From an optimization exercise on the open Yosys and OpenROAD flow, aimed at small area; shortcuts taken in it are not production practice. In this exercise RTL edits were held to simulation tests only and were not proved equivalent to the original. No activity file was given, so power comes from the tool's default toggle rates.

==> build 18 <==
==> flow/design.v (excerpt) <==
module mem_iso_top
(
    input wire [4:0]                        axi_s_awid,
    input wire [32:0]                       axi_s_awaddr,
    input wire [7:0]                        axi_s_awlen,
    input wire [2:0]                        axi_s_awsize,
    input wire [1:0]                        axi_s_awburst,
    input wire                              axi_s_awvalid,
    output wire                             axi_s_awready,
    input wire [127:0]                      axi_s_wdata,
    input wire [15:0]                       axi_s_wstrb,
    input wire                              axi_s_wlast,
    input wire                              axi_s_wvalid,
    output wire                             axi_s_wready,
    output wire [4:0]                       axi_s_bid,
    output wire [1:0]                       axi_s_bresp,
    output wire                             axi_s_bvalid,
    input wire                              axi_s_bready,
    input wire [4:0]                        axi_s_arid,
    input wire [32:0]                       axi_s_araddr,
    input wire [7:0]                        axi_s_arlen,
    input wire [2:0]                        axi_s_arsize,
    input wire [1:0]                        axi_s_arburst,
    input wire                              axi_s_arvalid,
    output wire                             axi_s_arready,
    output wire [4:0]                       axi_s_rid,
    output wire [127:0]                     axi_s_rdata,
    output wire [1:0]                       axi_s_rresp,
    output wire                             axi_s_rlast,
    output wire                             axi_s_rvalid,
    input wire                              axi_s_rready,
    output wire [4:0]                       axi_m_awid,
    output wire [32:0]                      axi_m_awaddr,
    output wire [7:0]                       axi_m_awlen,
    output wire [2:0]                       axi_m_awsize,
    output wire [1:0]                       axi_m_awburst,
    output wire                             axi_m_awuser,
  ...
Settings: LEC_CHECK=0, CAP_MARGIN=20, CORE_MARGIN=2, CORE_UTILIZATION=60, GPL_TIMING_DRIVEN=0, SLEW_MARGIN=20; clock period 5.5 ns.
standard.sh (not shown) runs the stock make flow with config.mk's settings and CLKGATE_MAP_FILE= SYNTH_SCRIPT=/design/flow/synth_recipe.tcl, a recipe that flattens the netlist after the stock synthesis.
==> flow/flow/run.sh <==
#!/bin/bash
# The standard layout (standard.sh) with these changes:
#  - synthesis: area-oriented ABC script (flow/area.abc, via flow/synth.tcl) and no hard
#    half/full-adder cells (ADDER_MAP_FILE empty), so ABC maps the adders too
#  - every port still gets a buffer, but a sky130_fd_sc_hd__buf_1
#  - CTS: clkbuf_16 leaf buffers driving clusters of up to 25 sinks within 120 um,
#    without dummy loads
# make's full output goes to standard.log; ORFS keeps each step's log under orfs/logs.
set -euo pipefail
W=$PWD
export AREA_ABC_SCRIPT=$W/flow/area.abc
export ADDER_MAP_FILE=
export BUFFER_PORTS_ARGS="-buffer_cell sky130_fd_sc_hd__buf_1"
export CTS_ARGS="-sink_clustering_enable -repair_clock_nets -dont_use_dummy_load -buf_list sky130_fd_sc_hd__clkbuf_16 -sink_clustering_size 25 -sink_clustering_max_diameter 120"
sed "s#SYNTH_SCRIPT=[^ ']*#SYNTH_SCRIPT=$W/flow/synth.tcl#" standard.sh > standard_area.sh
grep -q "SYNTH_SCRIPT=$W/flow/synth.tcl" standard_area.sh
bash standard_area.sh > standard.log 2>&1
==> flow/flow/area.abc <==
strash
ifraig
scorr
dc2
strash
dch -f
map -a
topo
strash
dch -f
amap
topo
==> flow/flow/synth.tcl <==
# The standard flow's synthesis script (synth_recipe.tcl) with one change: ABC maps the logic with
# the area-oriented script in $::env(AREA_ABC_SCRIPT) instead of ORFS's delay-driven one.
# Registers are mapped before ABC runs, so they are the standard synthesis's registers.
proc synth {args} { yosys synth -nofsm -noshare {*}$args }
proc abc {args} {
  set keep {}
  set skip 0
  foreach a $args {
    if {$skip} { set skip 0; continue }
    if {$a eq "-script" || $a eq "-D"} { set skip 1; continue }
    lappend keep $a
  }
  yosys abc -script $::env(AREA_ABC_SCRIPT) {*}$keep
}
source $::env(SCRIPTS_DIR)/synth.tcl
# left out here: clear keep_hierarchy, flatten, clean up, hide names made inside functions, write 1_2_yosys.v
==> trial 53 (differences from build 18) <==
--- a/flow/flow/run.sh
+++ b/flow/flow/run.sh
@@ -8,10 +8,10 @@
 # make's full output goes to standard.log; ORFS keeps each step's log under orfs/logs.
 set -euo pipefail
 W=$PWD
 export AREA_ABC_SCRIPT=$W/flow/area.abc
 export ADDER_MAP_FILE=
 export BUFFER_PORTS_ARGS="-buffer_cell sky130_fd_sc_hd__buf_1"
-export CTS_ARGS="-sink_clustering_enable -repair_clock_nets -dont_use_dummy_load -buf_list sky130_fd_sc_hd__clkbuf_16 -sink_clustering_size 25 -sink_clustering_max_diameter 120"
+export CTS_ARGS="-sink_clustering_enable -repair_clock_nets -dont_use_dummy_load -buf_list sky130_fd_sc_hd__clkbuf_16 -sink_clustering_size 28 -sink_clustering_max_diameter 135"
 sed "s#SYNTH_SCRIPT=[^ ']*#SYNTH_SCRIPT=$W/flow/synth.tcl#" standard.sh > standard_area.sh
 grep -q "SYNTH_SCRIPT=$W/flow/synth.tcl" standard_area.sh
 bash standard_area.sh > standard.log 2>&1
CORE_ASPECT_RATIO = 0.5   (was not set)
CORE_UTILIZATION = 70   (was 60)
GPL_TIMING_DRIVEN = not set   (was 0)
==> build 92 (differences from build 18) <==
--- a/flow/design.v
+++ b/flow/design.v
@@ -123,18 +123,16 @@
     reg [3:0]   outst_trans;
     reg [23:0]  aw_tok;
     reg [23:0]  ar_tok;
     reg [3:0]   fifo_wp, fifo_rp;
     wire        fifo_empty = (fifo_wp == fifo_rp);
     wire        fifo_full = (fifo_wp[2:0] == fifo_rp[2:0]) && (fifo_wp[3] != fifo_rp[3]);
-    wire [8:0]  aw_lenp1 = {1'b0, vaw_len} + 9'd1;
-    wire        aw_throttled = {aw_lenp1, 4'hF} > aw_tok[23:8];
+    wire        aw_throttled = {1'b0, aw_tok[23:12]} <= {5'd0, vaw_len} + {12'd0, aw_tok[11:8] != 4'hF};
     wire        aw_dec = outst_trans[3] | aw_throttled;
     wire        w_dec = (outst_trans == 4'd0);
-    wire [8:0]  ar_lenp1 = {1'b0, var_len} + 9'd1;
-    wire        ar_throttled = ar_lenp1 > ar_tok[23:12];
+    wire        ar_throttled = ar_tok[23:12] <= {4'd0, var_len};
     wire sh_awvalid = vaw_valid & ~aw_dec;
     wire sh_awready = saw_f ? 1'b0 : ~aw_dec;
     wire sh_wvalid  = vw_valid & ~w_dec;
     wire sh_wready  = ~sw_f & ~w_dec;
     wire sh_arvalid = var_valid & ~ar_throttled;
     wire sh_arready = ~sar_f & ~ar_throttled;
@@ -336,13 +334,13 @@
         end else begin
             aw_sum <= {({1'b0, w_fire ? w_add_back : 4'd0} + {1'b0, b_fire ? b_add_back : 4'd0} + {4'd0, aw_upd[8]}), aw_upd[7:0]};
             ar_sum <= {({1'b0, r_fire ? r_add_back : 4'd0} + {4'd0, ar_upd[8]}), ar_upd[7:0]};
         end
     end
     wire [8:0]  aw_lo = {1'b0, aw_tok[7:0]} + {1'b0, aw_sum[7:0]};
-    wire [16:0] aw_k1 = {12'd0, aw_sum[12:8]} - {4'b0, aw_lenp1, 4'hF};
+    wire [16:0] aw_k1 = {12'd0, aw_sum[12:8]} - {5'b0, vaw_len, 4'h0} - 17'd31;
     wire [16:0] aw_hi0 = {1'b0, aw_tok[23:8]} + {12'd0, aw_sum[12:8]} + {16'd0, aw_lo[8]};
     wire [16:0] aw_hi1 = {1'b0, aw_tok[23:8]} + aw_k1 + {16'd0, aw_lo[8]};
     wire [16:0] aw_hi = aw_acc ? aw_hi1 : aw_hi0;
     wire [24:0] aw_next = {aw_hi, aw_lo[7:0]};
     wire aw_gt_init = {aw_tok[23:8], |aw_tok[7:0]} > {aw_init, 1'b0};
     always @(posedge aclk) begin
@@ -350,13 +348,13 @@
         else if (~saw_f & aw_gt_init & ~vaw_valid & w_dec) aw_tok <= {aw_init, 8'd0};
         else if (aw_next[24]) aw_tok <= 24'hFFFFFF;
         else aw_tok <= aw_next[23:0];
     end
     wire ar_acc_s = var_valid & ~sar_f & ~ar_throttled;
     wire [12:0] ar_lo = {1'b0, ar_tok[11:0]} + {1'b0, ar_sum[11:0]};
-    wire [12:0] ar_k1 = {12'd0, ar_sum[12]} - {4'b0, ar_lenp1};
+    wire [12:0] ar_k1 = {12'd0, ar_sum[12]} - {5'b0, var_len} - 13'd1;
     wire [12:0] ar_hi0 = {1'b0, ar_tok[23:12]} + {12'd0, ar_sum[12]} + {12'd0, ar_lo[12]};
     wire [12:0] ar_hi1 = {1'b0, ar_tok[23:12]} + ar_k1 + {12'd0, ar_lo[12]};
     wire [12:0] ar_hi = ar_acc_s ? ar_hi1 : ar_hi0;
     wire [24:0] ar_next = {ar_hi, ar_lo[11:0]};
     wire ar_gt_init = {ar_tok[23:8], |ar_tok[7:0]} > {ar_init, 1'b0};
     always @(posedge aclk) begin
==> flow/flow/run.sh (replaced) <==
#!/bin/bash
# The standard layout (standard.sh) with these changes:
#  - synthesis: area-oriented ABC script (flow/area.abc, via flow/synth.tcl) and no hard
#    half/full-adder cells (ADDER_MAP_FILE empty), so ABC maps the adders too
#  - every port still gets a buffer, but a sky130_fd_sc_hd__buf_1
#  - CTS: clkbuf_16 leaf buffers driving clusters of up to 28 sinks within 135 um,
#    without dummy loads
# make's full output goes to standard.log; ORFS keeps each step's log under orfs/logs.
set -euo pipefail
W=$PWD
export AREA_ABC_SCRIPT=$W/flow/area.abc
export ADDER_MAP_FILE=
export BUFFER_PORTS_ARGS="-buffer_cell sky130_fd_sc_hd__buf_1"
export CTS_ARGS="-sink_clustering_enable -repair_clock_nets -dont_use_dummy_load -buf_list sky130_fd_sc_hd__clkbuf_16 -sink_clustering_size 28 -sink_clustering_max_diameter 135"
sed "s#SYNTH_SCRIPT=[^ ']*#SYNTH_SCRIPT=$W/flow/synth.tcl#" standard.sh > standard_area.sh
grep -q "SYNTH_SCRIPT=$W/flow/synth.tcl" standard_area.sh
bash standard_area.sh > standard.log 2>&1
==> flow/flow/area.abc (replaced) <==
strash
ifraig
scorr
dc2
strash
balance
rewrite
refactor
balance
rewrite
rewrite -z
balance
refactor -z
rewrite -z
balance
dch -f
map -a
topo
strash
dch -f
amap
topo
GPL_TIMING_DRIVEN = not set   (was 0)
==> trial 85 (differences from build 18) <==
CORE_UTILIZATION = 70   (was 60)
GPL_TIMING_DRIVEN = not set   (was 0)
==> summary.txt <==
- Against build 18, the worst hold slack of build 92 is lower by 0.030 ns.
- Power: build 18 is higher than trial 53 (about 1.3%).
- Sequential power is about the same in build 92 and trial 53.
- Count of clock-buffer cells in the layout: build 92 is lower than build 18 (5).
- The highest maximum frequency belongs to build 92, the lowest to trial 53.
- Build 18 finished with timing, DRC and antenna clean. Trial 53 ran to the end with violations: negative setup slack. Build 92 finished clean. Trial 85 failed in I/O pin placement on PPL-0024.
- Clock skew: build 92 > trial 53 > build 18.
- Sequential cell count is the same in build 18 and build 92.
==> figures <==
                                                               trial 85                 build 18                 build 92              trial 53
Vias/cell                                                             -                    5.708                    5.729                 5.998
Area fraction in compound gates after synthesis                  16.68%                   16.68%                   16.50%                16.68%
Global routing met2 resource utilization                              -                   49.14%                   48.62%                55.70%
GRT overflow                                                          -                        0                        0                     0
DP Worst Slack                                                        -                -1.207 ns               -0.2287 ns            -0.4500 ns
Met1 GRT Util                                                         -                   36.60%                   36.14%                38.38%
Combined area of all synthesized cells                        45580 µm²                45580 µm²                45360 µm²             45580 µm²
Worst hold path startpoint                                            -              vw_data[97]                vaw_id[4]           vw_data[96]
Beginning of the critical path                                        -                aw_tok[9]                ar_tok[1]             aw_sum[0]
Antenna Nets Post-Route                                               -                        0                        0                     0
FF/Latch Area                                                         -                33710 µm²                33700 µm²             33690 µm²
Critical R2R Launch                                                   -                aw_tok[0]                ar_tok[1]             aw_sum[0]
Number of H-tree branching levels                                     -                        2                        2                     2
Leakage Power                                                         -                 19.65 nW                 19.01 nW              19.12 nW
Clock period minus final worst setup slack                            -                 5.362 ns                 5.298 ns              5.514 ns
Run status                                       stopped before the end  complete, no violations  complete, no violations       failed layout checks
Last stage reached                                    I/O pin placement                        -                        -                     -
Reasons for failing layout checks                                     -                        -                        -  negative setup slack

[separate check: timing with driven ports]
In the flow no input, the clock included, has a driving cell. The finished layouts below were timed again as built, in two steps.
Step 1 assumes that a clkbuf_16 drives the clock port and a buf_2 every other input.
Step 2, shift: input delay + t, output delay - t, t = (earliest + latest rising clock arrival at the registers) / 2. This alone moves slack from input paths to output paths.
Three values: no drivers, after step 1, after step 2; two values: the first two.
run | shift t [ns] | setup WS [ns] | worst hold slack (ns) | worst setup path after step 2
build 18 | 0.720 | 0.138 / 0.066 / 0.152 | 0.385 / 0.385 / 0.385 | register to register
trial 53 | 0.679 | -0.014 / -0.014 / -0.014 | 0.411 / 0.411 / 0.411 | register to register
build 92 | 0.686 | 0.202 / 0.202 / 0.202 | 0.355 / 0.355 / 0.355 | register to register
